Background: an optimization exercise with open tools, aiming at small area and a short achievable clock period. Do not read the settings as production practice.
At most, simulation tests tie the RTL to the original design; equivalence was not proved.
Function not checked in run 2: the RTL went through the layout flow alone.
Power figures rest on the tool's default switching activity, not on a simulated workload.

## flow/config.mk

```make
export PLATFORM = sky130hd
export DESIGN_NAME = fetch_unit_with_btb
export DESIGN_NICKNAME = fetch_unit_with_btb
export VERILOG_FILES = /design/flow/design.v
export SDC_FILE = /design/flow/constraint.sdc
export NUM_CORES = 8
export LEC_CHECK = 0
export CAP_MARGIN = 20
export CORE_MARGIN = 2
export CORE_UTILIZATION = 55
export SETUP_SLACK_MARGIN = 5.0
export SLEW_MARGIN = 20
export SYNTH_HIERARCHICAL = 1
export TNS_END_PERCENT = 0
```

## flow/constraint.sdc

```tcl
create_clock -name core_clock -period 9.5 [get_ports {clk}]
set_input_delay 1.9000 -clock core_clock [delete_from_list [all_inputs] [get_ports {clk}]]
set_output_delay 1.9000 -clock core_clock [all_outputs]
set_load 0.01 [all_outputs]
```

## flow/design.v

```verilog
module fetch_unit_with_btb (
    input clk,
    input reset,
    input stall,
    input flush,
    input branch_taken_execute,
    input [31:0] pc_execute,
    input [31:0] target_pc_execute,
    output [31:0] pc_out,
    output btb_hit,
    output [31:0] predicted_pc
);
    reg [64*26-1:0] tag_q;
    reg [64*32-1:0] tgt_q;
    reg [64*2-1:0]  prd_q;
    reg [2*16-1:0]  ptr_q;
    reg [15:0]      full_q;
    reg [31:0] pc_q;
    reg        hit_q;       
    reg [31:0] pred_q;      
    reg [1:0]  hway_q;      
    reg [15:0] dsa, dsa1n, dsa2, dsa3n;
    wire [15:0] dsa1 = ~dsa1n;
    wire [15:0] dsa3 = ~dsa3n;
    reg [15:0] p_dec;       
    reg [15:0] p_set;       
    reg [3:0]  p_wtag, p_wtgt, p_wprd;
    reg [3:0]  p_mt, p_mp, p_mg;    
    reg [25:0] p_tag;
    reg [31:0] p_tgt;
    reg [1:0]  p_prd;
    assign pc_out = pc_q;
    assign btb_hit = hit_q;
    assign predicted_pc = pred_q;
    function [29:0] inc30(input [29:0] v);
        integer i;
        begin
            for (i = 0; i < 30; i = i + 1)
                inc30[i] = v[i] ^ ((v & ((30'd1 << i) - 30'd1)) == ((30'd1 << i) - 30'd1));
        end
    endfunction
    wire        T  = branch_taken_execute;
    wire        en = branch_taken_execute | flush;
    wire [3:0]  sx = pc_execute[5:2];
    wire [25:0] tx = pc_execute[31:6];
    wire [3:0]  sa = pred_q[5:2];
    wire [25:0] ta = pred_q[31:6];
    wire [15:0] dsx, dst, dsu, dsb;
    btb_dec16 udx (.a(sx), .y(dsx));
    genvar g, h;
    generate
        for (g = 0; g < 16; g = g + 1) begin : dec
            assign dst[g] = flush ? dsx[g] : dsa2[g];
            assign dsu[g] = flush ? dsx[g] : dsa3[g];
            assign dsb[g] = flush ? dsx[g] : dsa[g];
        end
    endgenerate
    wire [3:0] mt = p_mt;
    wire [3:0] mp = p_mp;
    wire [3:0] mg = p_mg;
    wire bx = |(dsx & p_dec);
    wire pm_x = (p_tag == tx);           
    wire pm_a = (p_tag == ta);           
    wire ba = |(dsa & p_dec);
    wire ba1 = |(dsa1 & p_dec);
    wire bt = |(dst & p_dec);
    wire bu = |(dsu & p_dec);
    wire bb = |(dsb & p_dec);
    wire [103:0] xtag, atag;
    wire [7:0]   xprd;
    wire [3:0]   aprd1;
    wire [1:0]   xptr, aptr;
    wire         xfull, afull;
    wire [127:0] trow;
    generate
        for (g = 0; g < 104; g = g + 1) begin : rtag
            wire [15:0] col;
            for (h = 0; h < 16; h = h + 1) begin : c
                assign col[h] = tag_q[h*104 + g];
            end
            btb_sel16f ux (.s(dsx), .d(col), .y(xtag[g]));
            if (g < 52) begin : lo
                btb_sel16f ua (.s(dsa), .d(col), .y(atag[g]));
            end else begin : hi
                btb_sel16f ua (.s(dsa1), .d(col), .y(atag[g]));
            end
        end
        for (g = 0; g < 8; g = g + 1) begin : rprd
            wire [15:0] col;
            for (h = 0; h < 16; h = h + 1) begin : c
                assign col[h] = prd_q[h*8 + g];
            end
            wire rx;
            btb_sel16f ux (.s(dsx), .d(col), .y(rx));
            assign xprd[g] = (bx & mp[g/2]) ? p_prd[g % 2] : rx;
            if (g % 2 == 1) begin : a
                wire r;
                btb_sel16f ua (.s(dsa1), .d(col), .y(r));
                assign aprd1[g/2] = (ba1 & mp[g/2]) ? p_prd[1] : r;
            end
        end
        for (g = 0; g < 3; g = g + 1) begin : rptr
            wire [15:0] col;
            for (h = 0; h < 16; h = h + 1) begin : c
                assign col[h] = (g == 2) ? full_q[h] : ptr_q[h*2 + g];
            end
            wire yx, ya;
            btb_sel16f ux (.s(dsx), .d(col), .y(yx));
            btb_sel16f ua (.s(dsa1), .d(col), .y(ya));
            if (g == 2) begin : f
                assign xfull = yx;
                assign afull = ya;
            end else begin : p
                assign xptr[g] = yx;
                assign aptr[g] = ya;
            end
        end
        for (g = 0; g < 128; g = g + 1) begin : rtgt
            wire [15:0] col;
            for (h = 0; h < 16; h = h + 1) begin : c
                assign col[h] = tgt_q[h*128 + g];
            end
            if (g % 32 >= 2 && g % 32 < 6) begin : st
                wire r;
                btb_sel16 ut (.s(dsb), .d(col), .y(r));
                assign trow[g] = (bb & mg[g/32]) ? p_tgt[g % 32] : r;
            end else if (g % 32 < 16) begin : lo
                wire r;
                btb_sel16 ut (.s(dst), .d(col), .y(r));
                assign trow[g] = (bt & mg[g/32]) ? p_tgt[g % 32] : r;
            end else begin : hi
                wire r;
                btb_sel16 ut (.s(dsu), .d(col), .y(r));
                assign trow[g] = (bu & mg[g/32]) ? p_tgt[g % 32] : r;
            end
        end
    endgenerate
    wire [3:0] xv = {xfull, xfull | (xptr == 2'd3), xfull | xptr[1], xfull | (xptr != 2'd0)};
    wire [3:0] av = {afull, afull | (aptr == 2'd3), afull | aptr[1], afull | (aptr != 2'd0)};
    wire [3:0] em;
    wire [3:0] am;
    generate
        for (g = 0; g < 4; g = g + 1) begin : cmp
            wire ex, ea;
            btb_cmp26 ux (.a(xtag[g*26 +: 26]), .b(tx), .v(xv[g]), .y(ex));
            btb_cmp26 ua (.a(atag[g*26 +: 26]), .b(ta), .v(av[g]), .y(ea));
            assign em[g] = (bx & mt[g]) ? (xv[g] & pm_x) : ex;
            assign am[g] = ((g < 2 ? ba : ba1) & mt[g]) ? (av[g] & pm_a) : ea;
        end
    endgenerate
    wire       found = |em;
    wire [1:0] hw = {em[3] | em[2], em[3] | em[1]};
    wire [1:0] op = ({2{em[0]}} & xprd[1:0]) | ({2{em[1]}} & xprd[3:2]) |
                    ({2{em[2]}} & xprd[5:4]) | ({2{em[3]}} & xprd[7:6]);
    wire cond = (op == 2'b10 & ~T) | (op == 2'b01 & T);    
    wire np1  = found ? (T ? (op != 2'b00) : (op == 2'b11)) : T;
    wire keep_t = found & ~cond;                            
    wire [3:0] fpdec = {xptr == 2'd3, xptr == 2'd2, xptr == 2'd1, xptr == 2'd0};
    wire [3:0] wsel = found ? em : fpdec;      
    wire [3:0] wtag = found ? 4'd0 : fpdec;    
    wire [3:0] wtgt = found ? (em & {4{cond}}) : fpdec;    
    wire [1:0] p_new = ~found ? {T, ~T} :
                       T ? ((op == 2'b11) ? 2'b11 : op + 2'd1)
                         : ((op == 2'b00) ? 2'b00 : op - 2'd1);
    wire [1:0] uway = found ? hw : xptr;
    wire [1:0] aw = {am[3] | am[2], am[3] | am[1]};
    wire [29:0] x_inc = inc30(pc_execute[31:2]);
    wire [29:0] q_inc = inc30(stall ? pc_q[31:2] : pred_q[31:2]);    
    wire sameN = en & (pred_q[31:2] == pc_execute[31:2]);
    wire sameS = en & (pc_q[31:2] == pc_execute[31:2]);
    wire uX = flush | sameN;    
    wire [3:0] np1w, condw;
    generate
        for (g = 0; g < 4; g = g + 1) begin : pw
            wire [1:0] o = xprd[g*2 +: 2];
            assign condw[g] = (o == 2'b10 & ~T) | (o == 2'b01 & T);
            assign np1w[g] = T ? (o != 2'b00) : (o == 2'b11);
        end
    endgenerate
    wire [3:0] evA = {4{en & (sa == sx)}} & fpdec;
    wire [3:0] cX = {4{uX}} & np1w & ~condw;         
    wire [3:0] cA = {4{~uX}} & aprd1 & ~evA;         
    wire [3:0] cF = {4{~uX}} & aprd1;
    wire [3:0] selT;
    wire selI, selX, selQ, selP, hit_n;
    btb_ctl uctl (.em(em), .am(am), .cX(cX), .cA(cA), .cF(cF), .cI({4{uX}} & np1w & condw),
                  .kw(np1w & ~condw), .iw(np1w & condw), .evA(evA), .uX(uX), .uXT(uX & T), .T(T),
                  .stall(stall), .sameS(sameS),
                  .evS(en & (pc_q[5:2] == sx) & hit_q & (hway_q == xptr)), .hit_q(hit_q),
                  .selT(selT), .selI(selI), .selX(selX), .selQ(selQ), .selP(selP), .hit_n(hit_n));
    wire [1:0] lo_q = stall ? pc_q[1:0] : pred_q[1:0];
    wire [31:0] d_x = {x_inc, flush & ~stall ? pc_execute[1:0] : lo_q};
    wire [31:0] d_q = {q_inc, lo_q};
    wire [31:0] pred_n;
    generate
        for (g = 0; g < 32; g = g + 1) begin : pk
            btb_pick8 u (.s({selP, selQ, selX, selI, selT}),
                         .d({pred_q[g], d_q[g], d_x[g], target_pc_execute[g],
                             trow[96+g], trow[64+g], trow[32+g], trow[g]}),
                         .y(pred_n[g]));
        end
    endgenerate
    wire [31:0] pc_n = stall ? pc_q : flush ? pc_execute : pred_q;
    wire [1:0]  hway_n = stall ? (sameS ? uway : hway_q) : (uX ? uway : aw);
    wire [15:0] dsa_n, dsa2_n;
    generate
        for (g = 0; g < 16; g = g + 1) begin : dn
            wire [6:0] d = {d_q[5:2] == g, d_x[5:2] == g, target_pc_execute[5:2] == g,
                            trow[101:98] == g, trow[69:66] == g, trow[37:34] == g, trow[5:2] == g};
            btb_pick8 u0 (.s({selP, selQ, selX, selI, selT}), .d({dsa[g], d}), .y(dsa_n[g]));
            btb_pick8 u2 (.s({selP, selQ, selX, selI, selT}), .d({dsa2[g], d}), .y(dsa2_n[g]));
        end
    endgenerate
    always @(posedge clk or posedge reset) begin
        if (reset) begin
            pc_q <= 32'd0;
            hit_q <= 1'b0;
            pred_q <= 32'd4;
            dsa <= 16'd2;
            dsa1n <= ~16'd2;
            dsa2 <= 16'd2;
            dsa3n <= ~16'd2;
        end else begin
            pc_q <= pc_n;
            hit_q <= hit_n;
            pred_q <= pred_n;
            dsa <= dsa_n;
            dsa1n <= ~dsa_n;
            dsa2 <= dsa2_n;
            dsa3n <= ~dsa2_n;
        end
    end
    always @(posedge clk)
        hway_q <= hway_n;
    always @(posedge clk or posedge reset) begin
        if (reset) begin
            p_mt <= 4'd0;
            p_mg <= 4'd0;
            p_mp <= 4'd0;
        end else begin
            p_mt <= wtag & {4{en}};
            p_mg <= wtgt & {4{en}};
            p_mp <= wsel & {4{en}};
        end
    end
    always @(posedge clk) begin
        p_dec <= dsx;
        p_set <= dsx & {16{en}};
        p_wtag <= wtag;
        p_wtgt <= wtgt;
        p_wprd <= wsel;
        p_tag <= tx;
        p_tgt <= target_pc_execute;
        p_prd <= p_new;
    end
    wire [64*26-1:0] tag_d;
    wire [64*32-1:0] tgt_d;
    wire [64*2-1:0]  prd_d;
    generate
        for (g = 0; g < 16; g = g + 1) begin : set
            wire upd = en & dsx[g];
            always @(posedge clk or posedge reset) begin
                if (reset) begin
                    ptr_q[g*2 +: 2] <= 2'd0;
                    full_q[g] <= 1'b0;
                end else if (upd & ~found) begin
                    ptr_q[g*2 +: 2] <= ptr_q[g*2 +: 2] + 2'd1;
                    full_q[g] <= full_q[g] | (ptr_q[g*2 +: 2] == 2'd3);
                end
            end
            for (h = 0; h < 4; h = h + 1) begin : way
                localparam integer E = g*4 + h;
                wire pv = p_set[g];
                wire we_tag = pv & p_wtag[h];
                wire we_tgt = pv & p_wtgt[h];
                wire we_prd = pv & p_wprd[h];
                genvar b;
                for (b = 0; b < 26; b = b + 1) begin : tb
                    btb_hold u (.q(tag_q[E*26 + b]), .wd(p_tag[b]), .we(we_tag), .hold(~we_tag),
                                .d(tag_d[E*26 + b]));
                end
                for (b = 0; b < 32; b = b + 1) begin : gb
                    btb_hold u (.q(tgt_q[E*32 + b]), .wd(p_tgt[b]), .we(we_tgt),
                                .hold(~we_tgt), .d(tgt_d[E*32 + b]));
                end
                for (b = 0; b < 2; b = b + 1) begin : pb
                    btb_hold u (.q(prd_q[E*2 + b]), .wd(p_prd[b]), .we(we_prd), .hold(~we_prd),
                                .d(prd_d[E*2 + b]));
                end
            end
        end
    endgenerate
    always @(posedge clk) begin
        tag_q <= tag_d;
        tgt_q <= tgt_d;
        prd_q <= prd_d;
    end
endmodule
module btb_aoi222 (
    input a0, input b0, input a1, input b1, input a2, input b2,
    output y
);
    assign y = ~((a0 & b0) | (a1 & b1) | (a2 & b2));
endmodule
module btb_sel16 (
    input [15:0] s,
    input [15:0] d,
    output y
);
    wire [5:0] n;
    genvar k;
    generate
        for (k = 0; k < 5; k = k + 1) begin : g
            btb_aoi222 u (.a0(s[3*k]), .b0(d[3*k]), .a1(s[3*k+1]), .b1(d[3*k+1]),
                          .a2(s[3*k+2]), .b2(d[3*k+2]), .y(n[k]));
        end
    endgenerate
    assign n[5] = ~(s[15] & d[15]);
    assign y = ~(n[0] & n[1] & n[2]) | ~(n[3] & n[4] & n[5]);
endmodule
module btb_hold (
    input q, input wd, input we, input hold,
    output d
);
    assign d = (q & hold) | (wd & we);
endmodule
module btb_cmp26 (
    input [25:0] a,
    input [25:0] b,
    input v,
    output y
);
    wire [25:0] x = a ^ b;                    
    wire [8:0] n;                             
    wire [2:0] m;                             
    genvar k;
    generate
        for (k = 0; k < 8; k = k + 1) begin : g3
            btb_nor3 u (.a(x[3*k]), .b(x[3*k+1]), .c(x[3*k+2]), .y(n[k]));
        end
        btb_nor2 u8 (.a(x[24]), .b(x[25]), .y(n[8]));
        for (k = 0; k < 2; k = k + 1) begin : g9
            btb_nand3 u (.a(n[3*k]), .b(n[3*k+1]), .c(n[3*k+2]), .y(m[k]));
        end
    endgenerate
    btb_nand4 uv (.a(n[6]), .b(n[7]), .c(n[8]), .d(v), .y(m[2]));
    btb_nor3 u (.a(m[0]), .b(m[1]), .c(m[2]), .y(y));
endmodule
module btb_nand4 (input a, input b, input c, input d, output y);
    assign y = ~(a & b & c & d);
endmodule
module btb_nor3 (input a, input b, input c, output y);
    assign y = ~(a | b | c);
endmodule
module btb_nand3 (input a, input b, input c, output y);
    assign y = ~(a & b & c);
endmodule
module btb_pick8 (
    input [7:0] s,
    input [7:0] d,
    output y
);
    assign y = |(s & d);
endmodule
module btb_ctl (
    input [3:0] em,
    input [3:0] am,
    input [3:0] cX,
    input [3:0] cA,
    input [3:0] cF,
    input [3:0] cI,
    input [3:0] kw,
    input [3:0] iw,
    input [3:0] evA,
    input uX,
    input uXT,
    input T,
    input stall,
    input sameS,
    input evS,
    input hit_q,
    output [3:0] selT,
    output selI,
    output selX,
    output selQ,
    output selP,
    output hit_n
);
    wire found = |em;
    wire [3:0] st = (cX & em) | (am & (cA | (cF & {4{found}})));    
    wire anyT = |st;
    wire anyI = (|(em & cI)) | (uXT & ~found);
    wire kS = |(em & kw);                     
    wire iS = (|(em & iw)) | (~found & T);    
    wire evictS = evS & ~found;
    wire [3:0] amk = am & ~(evA & {4{~found}});
    assign selT = st & {4{~stall}};
    assign selI = stall ? (sameS & ~kS & iS) : (~anyT & anyI);
    assign selX = stall ? (sameS & ~kS & ~iS) : (~anyT & ~anyI & uX);
    assign selQ = stall ? (~sameS & evictS) : (~anyT & ~anyI & ~uX);
    assign selP = stall & (sameS ? kS : ~evictS);
    assign hit_n = stall ? (sameS | (hit_q & ~evictS)) : (uX | (|amk));
endmodule
module btb_dec16 (
    input [3:0] a,
    output [15:0] y
);
    wire [3:0] lo = {a[1] & a[0], a[1] & ~a[0], ~a[1] & a[0], ~a[1] & ~a[0]};
    wire [3:0] hi = {a[3] & a[2], a[3] & ~a[2], ~a[3] & a[2], ~a[3] & ~a[2]};
    genvar k;
    generate
        for (k = 0; k < 16; k = k + 1) begin : d
            btb_and2 u (.a(lo[k % 4]), .b(hi[k / 4]), .y(y[k]));
        end
    endgenerate
endmodule
module btb_and2 (input a, input b, output y);
    assign y = a & b;
endmodule
module btb_sel16f (
    input [15:0] s,
    input [15:0] d,
    output y
);
    wire [3:0] q;
    genvar k;
    generate
        for (k = 0; k < 4; k = k + 1) begin : g
            btb_sel4 u (.s(s[4*k +: 4]), .d(d[4*k +: 4]), .y(q[k]));
        end
    endgenerate
    wire n0, n1;
    btb_nor2 u0 (.a(q[0]), .b(q[1]), .y(n0));
    btb_nor2 u1 (.a(q[2]), .b(q[3]), .y(n1));
    btb_nand2 u2 (.a(n0), .b(n1), .y(y));
endmodule
module btb_nor2 (input a, input b, output y);
    assign y = ~(a | b);
endmodule
module btb_nand2 (input a, input b, output y);
    assign y = ~(a & b);
endmodule
module btb_sel4 (
    input [3:0] s,
    input [3:0] d,
    output y
);
    assign y = |(s & d);
endmodule
```

## flow/flow/run.sh

```bash
#!/bin/bash
set -o pipefail
bash standard.sh \
    MATCH_CELL_FOOTPRINT=0 \
    "BUFFER_PORTS_ARGS=-buffer_cell sky130_fd_sc_hd__buf_4" \
    "CTS_ARGS=-sink_clustering_enable -repair_clock_nets -dont_use_dummy_load -sink_clustering_size 24 -sink_clustering_max_diameter 80" \
    finish > flow.log 2>&1
```

## flow/standard.sh

```bash
#!/bin/bash
# synth_recipe.tcl (not shown) runs the flow's synth.tcl, then flattens the netlist and writes it again
# the make line also repeats each setting of config.mk as NAME=value (left out here)
make -C /OpenROAD-flow-scripts/flow DESIGN_CONFIG=/design/flow/config.mk WORK_HOME=/design/flow/orfs CLKGATE_MAP_FILE= SYNTH_SCRIPT=/design/flow/synth_recipe.tcl "${@:-finish}"
```

==> flow_summary.json, run 1 <==
{
  "fin_crit_sh_pct": 62.0,
  "dp_cells": 19200,
  "p_per_area_mw_per_mm2": 296,
  "finalSetupTns_ps": 0,
  "hold_viol": 0,
  "drive_above_1_share_pct": 11.3,
  "cp-start-kind": "primary input",
  "clk_latency_ps": 970,
  "switchingPower_mw": 18.1,
  "whs_ps": 492,
  "cp.required_ps": 10310,
  "synthFlopType": "dfxtp_1",
  "die_h_um": 546,
  "area_growth_pct": 12.1,
  "synth_common_cells": "dfxtp_1 (3944), a22o_1 (3848), a22oi_1 (2113), nand2_1 (1545), a222oi_1 (642)",
  "clk_pin_slew_ps": 90,
  "first_iter_violations": 32600,
  "worst_pin_slew_ps": 1320,
  "slew_violations": 0,
  "routabilityCongestion": 1.02,
  "seq_area_mm2": 0.0840,
  "grt_max_degree": 143,
  "combPwrFrac_pct": 26.8,
  "ys_warn_count": 7,
  "dp_hpwl_mm": 477,
  "cts_buffer_depth": 4,
  "postLayoutCellArea_mm2": 0.181,
  "rsz0062_at_grt": "yes",
  "dieArea_mm2": 0.299,
  "place_area_mm2": 0.172,
  "multiInputGateArea_mm2": 0.0783,
  "avgSynthCellArea_um2": 10.9,
  "outcome": "complete, no violations",
  "core_region_area_mm2": 0.293,
  "antenna_found_initial": 65,
  "p_leak_nw": 73.8,
  "yosysTopAreaCell": "dfxtp_1",
  "fin_skew_ps": 94.1,
  "critPathCaptureType": "register",
  "slew_headroom_pct": 11.1,
  "grt_pass1_wl_mm": 1110,
  "max-vdd-ir-drop_v": 0.000231,
  "synth_edf_count": 2,
  "drcViolationCount": 0,
  "dr.pass1.iters": 17,
  "routed_via_density": 8.00,
  "clock_sinks": 4135,
  "portBuffers": 133,
  "cts_buffers": 207,
  "seqPwrFrac_pct": 55.4,
  "max_clock_freq_ghz": 0.170,
  "route.detailed.wl_per_inst_um": 40.9,
  "antenna_left": 0,
  "wirelength_mm": 806,
  "cts_hold_buf": 0,
  "fill_cells": 24000,
  "grt_overflow_total": 0,
  "stdcell_count": 19700,
  "grt_pass1_vias": 147000,
  "critPathKind": "in -> reg",
  "worstHoldPathType": "reg -> reg",
  "swShare_pct": 33.6,
  "io_pins": 134,
  "fin_util_pct": 61.8,
  "synth_seq_area_share_pct": 51.8,
  "initial_core_util_pct": 55.2,
  "grt.total_usage_pct": 50.9,
  "synth-seq-cells": 4135,
  "path_max_fanout": 11,
  "rows": 199,
  "p_clk_share_pct": 17.9,
  "crit_arrival_ps": 6700,
  "num_vias": 158000,
  "yosys.area.top_type_share_pct": 48.8,
  "max_cap_violations": 0,
  "syn-cell-area_mm2": 0.162,
  "post-synth-top-count-cell": "dfxtp_1",
  "ctsHtreeMaxLevel": 4,
  "yosysUniqueCellTypes": 86,
  "intPower_mw": 35.7,
  "syn_inst": 14800,
  "finalSetupViolCount": 0,
  "synth.area.top_cells": "dfxtp_1 (49%), a22o_1 (21%), a22oi_1 (9.8%)",
  "nNetsFinal": 15900,
  "cts_tree": "yes",
  "fin_crit_ps": 5890,
  "ys_async_sr_fraction_pct": 4.57,
  "synth_fp_nets": 14900,
  "fp.dieW_um": 546,
  "cts_root_buf": "clkbuf_16"
}
## registers in the layout (all words and copies together) (netlist names)
signal  count
pred_q     32
p_wtgt      4
p_wprd      4
p_wtag      4
p_mp        4
hway_q      2
full_q     16
dsa        16
hit_q       1
p_tag      26
tgt_q    2048
dsa3n      16
pc_q       32
p_mt        4
prd_q     128
p_tgt      32
p_mg        4
ptr_q      32
p_dec      16
dsa1n      16
dsa2       16
p_prd       2
p_set      16
tag_q    1664
## repair_timing
item,4_1_cts,5_1_grt
setup endpoints to repair,173,173
buffers inserted,145,7
pin swaps,130,56
resized for setup,367,110
gates cloned,62,4
## cell families after synthesis
group                    share of synthesized area, %
adder cells (fa/ha/maj)                         0.247
AO/OA/AOI/OAI                                    35.2
flip-flops                                       51.8
XOR/XNOR                                         2.12
buffers and inverters                            1.04
multiplexers                                     1.69
AND/OR/NAND/NOR                                  7.90
## critical path: stages
cell and delay, ps:
buf_12 120, and2_4 230, and2_4 230, buf_12 170
buf_8 150, clkbuf_16 170, a22oi_1 170, nand2_1 140
nor2_1 250, nand2_1 100, xor2_1 150, nor2_1 110
nand4_1 150, nor3_4 560, o21ai_2 130, buf_4 160
buf_4 130, buf_4 130, buf_4 120, buf_4 130
o2bb2ai_2 130, o2111a_1 170, nor3_2 530, a311o_1 460
## metal layers
metal,vias up,track usage (%),share of wire [%]
li1,62300,-,-
met1,77200,61.5,35
met2,14500,69.7,40
met3,3524,21.1,16
met4,60,43.1,10
met5,-,0.176,0.067
## Yosys stat by module, one instance, submodules excluded, a selection
module,copies in the design,cells,area (µm²)
btb_nand2,226,1,3.75
fetch_unit_with_btb,1,5858,94700
btb_nor2,460,1,3.75
btb_hold,3840,1,8.76
btb_pick8,64,5,36.3
btb_nor3,72,1,10.0
btb_aoi222,640,1,10.0
btb_nand4,8,1,6.26
btb_cmp26,8,26,228
btb_dec16,1,8,57.6
btb_nand3,16,1,5.00
btb_sel4,904,3,18.8
btb_and2,16,1,6.26
btb_ctl,1,52,327
btb_sel16,128,3,16.3
## area by class of cell
cell class,count,area share [%]
Multi-Input combinational cell,10300,43.2
Tap cell,3919,2.70
Antenna cell,41,0.0566
Inverter,297,0.626
Timing Repair Buffer,807,4.27
Clock buffer,207,2.86
Sequential cell,4135,46.3
## per-stage QoR
step / power [mW] / setup WS, ps
after CTS: 52.5 / 3920
after global placement: 42.1 / 1170
after global routing: 55.2 / 3680
final: 53.8 / 3610
after detailed placement: 43.0 / 1120
after floorplan: 37.7 / 2510
## power groups by stage
| stage | Clock (mW) | Combinational [mW] | Sequential [mW] |
|---|---|---|---|
| finish | 9.61 | 14.4 | 29.8 |
| global route | 10.1 | 14.7 | 30.3 |
| CTS | 9.53 | 13.6 | 29.4 |
| detailed placement | 0 | 13.3 | 29.7 |
| global placement | 0 | 12.9 | 29.2 |
| floorplan | 0 | 9.49 | 28.2 |
## worst paths after layout
kind | startpoint | end | slack, ps | depth (start not counted)
setup / recovery | pc_execute[4] | p_mg[2]$_DFF_PP0_ | 3610 | 24
max in group asynchronous | reset | pc_q[10]$_DFFE_PP0N_ | 6710 | 4
hold reg to reg | tgt_q[1979]$_DFF_P_ | tgt_q[1979]$_DFF_P_ | 490 | 1
min in group asynchronous | reset | pc_q[9]$_DFFE_PP0N_ | 830 | 2
hold / removal | tgt_q[1979]$_DFF_P_ | tgt_q[1979]$_DFF_P_ | 490 | 1
setup reg to reg | dsa1n[1]$_DFF_PP0_ | pred_q[16]$_DFF_PP0_ | 3790 | 21
## cell usage in the layout (no fill, tap or decap), types with 55 or more instances in the layout
cell type  synthesis  layout
dfrtp_1          156     141
nand4_1          230     230
a22oi_2            0      63
a22o_1          3848    3848
clkbuf_16          0     226
and3_1           151     150
nor3_2            73      69
and2_4             1      55
a222oi_1         642     642
dfxtp_4            0      55
a22oi_1         2113    2050
mux2i_1           74      56
buf_4              3     664
nand2_1         1545    1511
xnor2_1           88      88
dfxtp_1         3944    3880
inv_1            295     252
nor2_1           587     483
nor2_4             1      57
mux2_2           161     159
xor2_1           304     300
==> inputs of run 2 (changes only) <==
==> flow/design.v (replaced) <==
module fetch_unit_with_btb (
    input clk,
    input reset,
    input stall,
    input flush,
    input branch_taken_execute,         
    input [31:0] pc_execute,            
    input [31:0] target_pc_execute,     
    output reg [31:0] pc_out,           
    output reg btb_hit,                 
    output reg [31:0] predicted_pc      
);
    localparam NUM_SETS = 16;           
    localparam NUM_WAYS = 4;            
    localparam STRONGLY_NOT_TAKEN = 2'b00;
    localparam WEAKLY_NOT_TAKEN   = 2'b01;
    localparam WEAKLY_TAKEN       = 2'b10;
    localparam STRONGLY_TAKEN     = 2'b11;
    reg [25:0] btb_tag [NUM_SETS*NUM_WAYS-1:0];              
    reg [31:0] btb_target_pc [NUM_SETS*NUM_WAYS-1:0];        
    reg [1:0] btb_predictor [NUM_SETS*NUM_WAYS-1:0];         
    reg [NUM_SETS*NUM_WAYS-1:0] btb_valid;                    
    reg [2*NUM_SETS-1:0] fifo_pointer;                        
    reg [31:0] current_pc;
    wire [3:0] set_index;               
    wire [25:0] tag_bits;               
    wire [3:0] set_index_execute;
    wire [25:0] tag_bits_execute;
    assign set_index_execute = pc_execute[5:2];  
    assign tag_bits_execute = pc_execute[31:6];  
    wire [1:0] fifo_pointer_execute = fifo_pointer[{set_index_execute, 1'b0} +: 2];
    assign set_index = current_pc[5:2];
    assign tag_bits = current_pc[31:6];
    always @(*) begin
        btb_hit = 0;
        predicted_pc = current_pc + 32'd4;  
        for (integer i = 0; i < NUM_WAYS; i = i + 1) begin
            if (btb_valid[{set_index, i[1:0]}] && btb_tag[{set_index, i[1:0]}] == tag_bits) begin
                btb_hit = 1;
                if (btb_predictor[{set_index, i[1:0]}][1])  
                    predicted_pc = btb_target_pc[{set_index, i[1:0]}];
            end
        end
    end
    always @(posedge clk or posedge reset) begin
        if (reset)
            current_pc <= 32'b0;
        else if (!stall)
            current_pc <= flush ? pc_execute : predicted_pc;
    end
    always @(*) begin
        pc_out = current_pc;
    end
    reg found_execute;
    reg [1:0] hit_way_execute;
    always @(*) begin
        found_execute = 0;
        hit_way_execute = 0;
        for (integer i = 0; i < NUM_WAYS; i = i + 1) begin
            if (btb_valid[{set_index_execute, i[1:0]}] && btb_tag[{set_index_execute, i[1:0]}] == tag_bits_execute) begin
                found_execute = 1;
                hit_way_execute = i[1:0];
            end
        end
    end
    always @(posedge clk or posedge reset) begin
        if (reset) begin
            btb_valid <= 0;
            fifo_pointer <= 0;
        end else if (branch_taken_execute || flush) begin   
            if (!found_execute) begin
                btb_valid[{set_index_execute, fifo_pointer_execute}] <= 1;
                fifo_pointer[{set_index_execute, 1'b0} +: 2] <= fifo_pointer_execute + 2'd1;
            end
        end
    end
    always @(posedge clk) begin
        if (!reset && (branch_taken_execute || flush)) begin
            if (found_execute) begin
                if ((btb_predictor[{set_index_execute, hit_way_execute}] == WEAKLY_TAKEN && !branch_taken_execute) ||
                    (btb_predictor[{set_index_execute, hit_way_execute}] == WEAKLY_NOT_TAKEN && branch_taken_execute)) begin
                    btb_target_pc[{set_index_execute, hit_way_execute}] <= target_pc_execute;
                end
                if (branch_taken_execute) begin
                    btb_predictor[{set_index_execute, hit_way_execute}] <= (btb_predictor[{set_index_execute, hit_way_execute}] == STRONGLY_TAKEN) ? STRONGLY_TAKEN :
                                                   (btb_predictor[{set_index_execute, hit_way_execute}] + 2'd1);
                end else begin
                    btb_predictor[{set_index_execute, hit_way_execute}] <= (btb_predictor[{set_index_execute, hit_way_execute}] == STRONGLY_NOT_TAKEN) ? STRONGLY_NOT_TAKEN :
                                                   (btb_predictor[{set_index_execute, hit_way_execute}] - 2'd1);
                end
            end else begin
                btb_tag[{set_index_execute, fifo_pointer_execute}] <= tag_bits_execute;
                btb_target_pc[{set_index_execute, fifo_pointer_execute}] <= target_pc_execute;
                btb_predictor[{set_index_execute, fifo_pointer_execute}] <= branch_taken_execute ? WEAKLY_TAKEN : WEAKLY_NOT_TAKEN;
            end
        end
    end
endmodule
==> flow/run.sh (new file) <==
#!/bin/bash
# synth_recipe.tcl (not shown) runs the flow's synth.tcl, then flattens the netlist and writes it again
# the make line also repeats each setting of config.mk as NAME=value (left out here)
make -C /OpenROAD-flow-scripts/flow DESIGN_CONFIG=/design/flow/config.mk WORK_HOME=/design/flow/orfs CLKGATE_MAP_FILE= SYNTH_SCRIPT=/design/flow/synth_recipe.tcl finish
--- a/flow/config.mk
+++ b/flow/config.mk
@@ -7,8 +7,6 @@
 export LEC_CHECK = 0
 export CAP_MARGIN = 20
 export CORE_MARGIN = 2
-export CORE_UTILIZATION = 55
-export SETUP_SLACK_MARGIN = 5.0
+export CORE_UTILIZATION = 40
+export SETUP_SLACK_MARGIN = 2.0
 export SLEW_MARGIN = 20
-export SYNTH_HIERARCHICAL = 1
-export TNS_END_PERCENT = 0
removed: flow/flow/run.sh
removed: flow/standard.sh
==> run 2 against run 1 <==
  * Still clean on timing, DRC and antenna
  * Clock skew is 16 ps lower
  * Utilization is 15 points lower
  * Cell count decreased by 24%
  * Clock power rose by 66%
  * First-iteration DRC count decreased by 60%
  * Critical endpoint is now predicted_pc[27]
  * Largest cell class unchanged
  * Largest power group unchanged
==> flow_summary.json, run 2 <==
{
  "multiInputGateArea_mm2": 0.0513,
  "syn-cell-area_mm2": 0.170,
  "rows": 239,
  "fin_crit_ps": 7850,
  "yosysUniqueCellTypes": 76,
  "place_area_mm2": 0.182,
  "fill_cells": 34600,
  "max_clock_freq_ghz": 0.127,
  "synth_common_cells": "edfxtp_1 (3840), mux4_2 (1405), mux2i_1 (598), clkbuf_1 (295), nor2_1 (272)",
  "layout_commonest_cell": "edfxtp_1",
  "die_h_um": 656,
  "cts_hold_buf": 0,
  "synth_fp_nets": 8348,
  "finalSetupViolCount": 0,
  "core_region_area_mm2": 0.423,
  "grt_pass1_vias": 93400,
  "yosysTopAreaCell": "edfxtp_1",
  "grt.total_usage_pct": 25.1,
  "grt_pass1_wl_mm": 760,
  "clk_pin_slew_ps": 60,
  "dp_hpwl_mm": 340,
  "path_max_fanout": 8,
  "fin_crit_sh_pct": 82.6,
  "cts_tree": "yes",
  "clock_sinks": 3968,
  "ctsHtreeMaxLevel": 5,
  "portBuffers": 133,
  "cts_buffers": 406,
  "antenna_left": 0,
  "synth.area.top_cells": "edfxtp_1 (68%), mux4_2 (19%), mux2i_1 (3.5%)",
  "drcViolationCount": 0,
  "route.detailed.wl_per_inst_um": 36.7,
  "slew_violations": 0,
  "worst_pin_slew_ps": 1140,
  "dieArea_mm2": 0.430,
  "p_leak_nw": 64.1,
  "syn_inst": 8275,
  "critPathCaptureType": "output port",
  "post-synth-top-count-cell": "edfxtp_1",
  "top_regs": "btb_target_pc: 2048 flops, btb_tag: 1664 flops, btb_predictor: 128 flops",
  "routabilityCongestion": 0.897,
  "clk_latency_ps": 1020,
  "wirelength_mm": 550,
  "p_per_area_mw_per_mm2": 217,
  "crit_arrival_ps": 5950,
  "dr.pass1.iters": 7,
  "largest_register": "btb_target_pc",
  "synthFlopType": "edfxtp_1",
  "rsz0062_at_grt": "yes",
  "postLayoutCellArea_mm2": 0.199,
  "cp-start-kind": "register",
  "grt_overflow_total": 0,
  "synth_edf_count": 3840,
  "fin_skew_ps": 78.0,
  "fp.dieW_um": 656,
  "initial_core_util_pct": 40.1,
  "hold_viol": 0,
  "rrSetupSlack_ps": 3050,
  "worstHoldPathType": "reg -> reg",
  "finalSetupTns_ps": 0,
  "yosys.area.top_type_share_pct": 67.9,
  "routed_via_density": 6.22,
  "synth_seq_area_share_pct": 69.8,
  "drive_above_1_share_pct": 35.1,
  "nNetsFinal": 9051,
  "grt_max_degree": 121,
  "ys_warn_count": 1,
  "max_cap_violations": 0,
  "cts_root_buf": "clkbuf_16",
  "critPathKind": "reg -> out",
  "final_cell_mix": "edfxtp_1 (3840), mux4_2 (1405), mux2i_1 (572)",
  "antenna_found_initial": 33,
  "seq_area_mm2": 0.119,
  "cts_buffer_depth": 4,
  "slew_headroom_pct": 23.8,
  "synth-seq-cells": 3968,
  "largest_reg_flops": 2048,
  "outcome": "complete, no violations",
  "avgSynthCellArea_um2": 20.5,
  "max-vdd-ir-drop_v": 0.000191,
  "cp.required_ps": 7600,
  "ys_async_sr_fraction_pct": 3.23,
  "io_pins": 134,
  "num_vias": 93300,
  "area_growth_pct": 17.4,
  "first_iter_violations": 13000
}
[run 2: cell types whose count changed in the layout (fill, tap and decap cells not counted), moves of 195 or more]
cell       previous run  this run
o22ai_1               0       237
mux4_2                0      1405
edfxtp_1              2      3840
nand2_1            1511       145
clkbuf_16           226       421
xor2_1              300        30
nor2_1              483       182
a222oi_1            642         0
dfxtp_1            3880         0
a22o_1             3848         8
inv_1               252        21
mux2i_1              56       572
a22oi_1            2050         9
[run 2: worst paths after layout]
| kind | from | to | depth (start not counted) |
|---|---|---|---|
| max in group asynchronous | reset | fifo_pointer[26]$_DFFE_PP0P_ | 4 |
| min | btb_valid[58]$_DFFE_PP0P_ | btb_valid[58]$_DFFE_PP0P_ | 1 |
| max | current_pc[2]$_DFFE_PP0N_ | predicted_pc[27] | 21 |
| min reg2reg | btb_valid[58]$_DFFE_PP0P_ | btb_valid[58]$_DFFE_PP0P_ | 1 |
| min in group asynchronous | reset | btb_valid[58]$_DFFE_PP0P_ | 3 |
| max reg2reg | btb_tag[46][23]$_DFFE_PP_ | btb_target_pc[63][4]$_DFFE_PP_ | 20 |
[run 2: worst max-delay path: stages (launching register included)]
cell and delay, ps:
dfrtp_4 570, buf_12 170, buf_16 140, buf_12 140
buf_6 110, mux4_2 410, mux4_2 560, xnor2_4 260
nand4_1 150, nor3_2 250, buf_4 220, and3_4 280
buf_8 150, buf_16 130, buf_4 120, buf_12 90
mux2i_4 260, nor2_1 80, a21oi_2 190, a21oi_4 120
mux2_4 360, buf_6 150
[run 2: where the power goes]
group / total, mW / leakage, nW / internal (mW) / switching [mW]
sequential: 19.8 / 36.1 / 19.6 / 0.274
combinational: 7.36 / 21.6 / 3.07 / 4.29
clock: 16.0 / 6.41 / 9.10 / 6.87
total: 43.2 / 64.1 / 31.7 / 11.4
[run 2: through the flow]
step | hold WS (ps) | total power [mW] | util, % | cells | setup WS [ps]
floorplan | 453 | 24.0 | - | 8275 | 1620
global placement | 470 | 26.9 | 42.9 | 14000 | 190
detailed placement | 483 | 27.0 | 43.0 | 14000 | 489
CTS | 495 | 43.2 | 46.9 | 14900 | 1590
global route | 517 | 44.2 | 47.1 | 15000 | 1550
finish | 495 | 43.2 | 47.1 | 15000 | 1650
[run 2: cell type report]
class                   instances  area share, %
clock inverters               232           1.14
repair buffers                875           4.63
diodes                         15         0.0188
multi-input cells            3699           25.7
repair inverters                1        0.00439
flip-flops and latches       3968           59.4
clock buffers                 515           5.44
well taps                    5663           3.55
inverters                      27         0.0665
[run 2: per-layer routing]
layer	vias up	routed length [µm]	part of all wire (%)	track usage [%]
met5	-	85	0.015	0
met4	8	27000	4.9	10.8
met3	947	49500	9.0	3.87
met2	5430	268000	49	41.0
met1	50400	206000	37	33.4
li1	36500	-	-	-
[run 2: cells by family (layout without fill, tap and decap cells)]
family,Yosys count,after routing,synth area share [%]
other,0,15,0
DFF,3968,3968,69.8
muxes,2081,2081,22.7
adders and majority gates,4,4,0.0295
AOI/OAI and AO/OA,590,591,2.27
buffers and inverters,617,1650,1.77
xor gates and xnor gates,220,220,1.13
and+or+nand+nor,795,803,2.34
[run 2: repair_timing]
action | 4_1_cts | 5_1_grt
cloned | 26 | 7
setup endpoints to repair | 1275 | 1119
resized for setup | 438 | 103
buffers inserted | 134 | 44
pin swaps | 52 | 49

==> static timing again, ports no longer ideal <==
No port has a modelled driver above. Below, the same layouts with a new extraction and two added sets of constraints.
Step 1: set_driving_cell puts a clkbuf_16 on clk and a buf_2 on each other input, an assumption about the parent block.
Step 2 times the ports against the registers' clock, not the clock port: input delays grow and output delays shrink by t, the midpoint of the rising clock arrivals with the driver on.
Three values: no drivers, after step 1, after step 2; two values: the first two.
run	t (ns)	setup WS [ns]	clock arrival spread, ns	worst slew at a driven data input, ns
run 1	1.039	3.612 / 3.554 / 2.515	0.097 / 0.096	0.18
run 2	1.083	1.654 / 1.547 / 0.843	0.078 / 0.078	0.29
After both steps setup and hold are still met in every run listed. For run 1, which loses most, drivers alone change the setup slack by -0.058 ns; drivers and shift together by -1.097 ns.
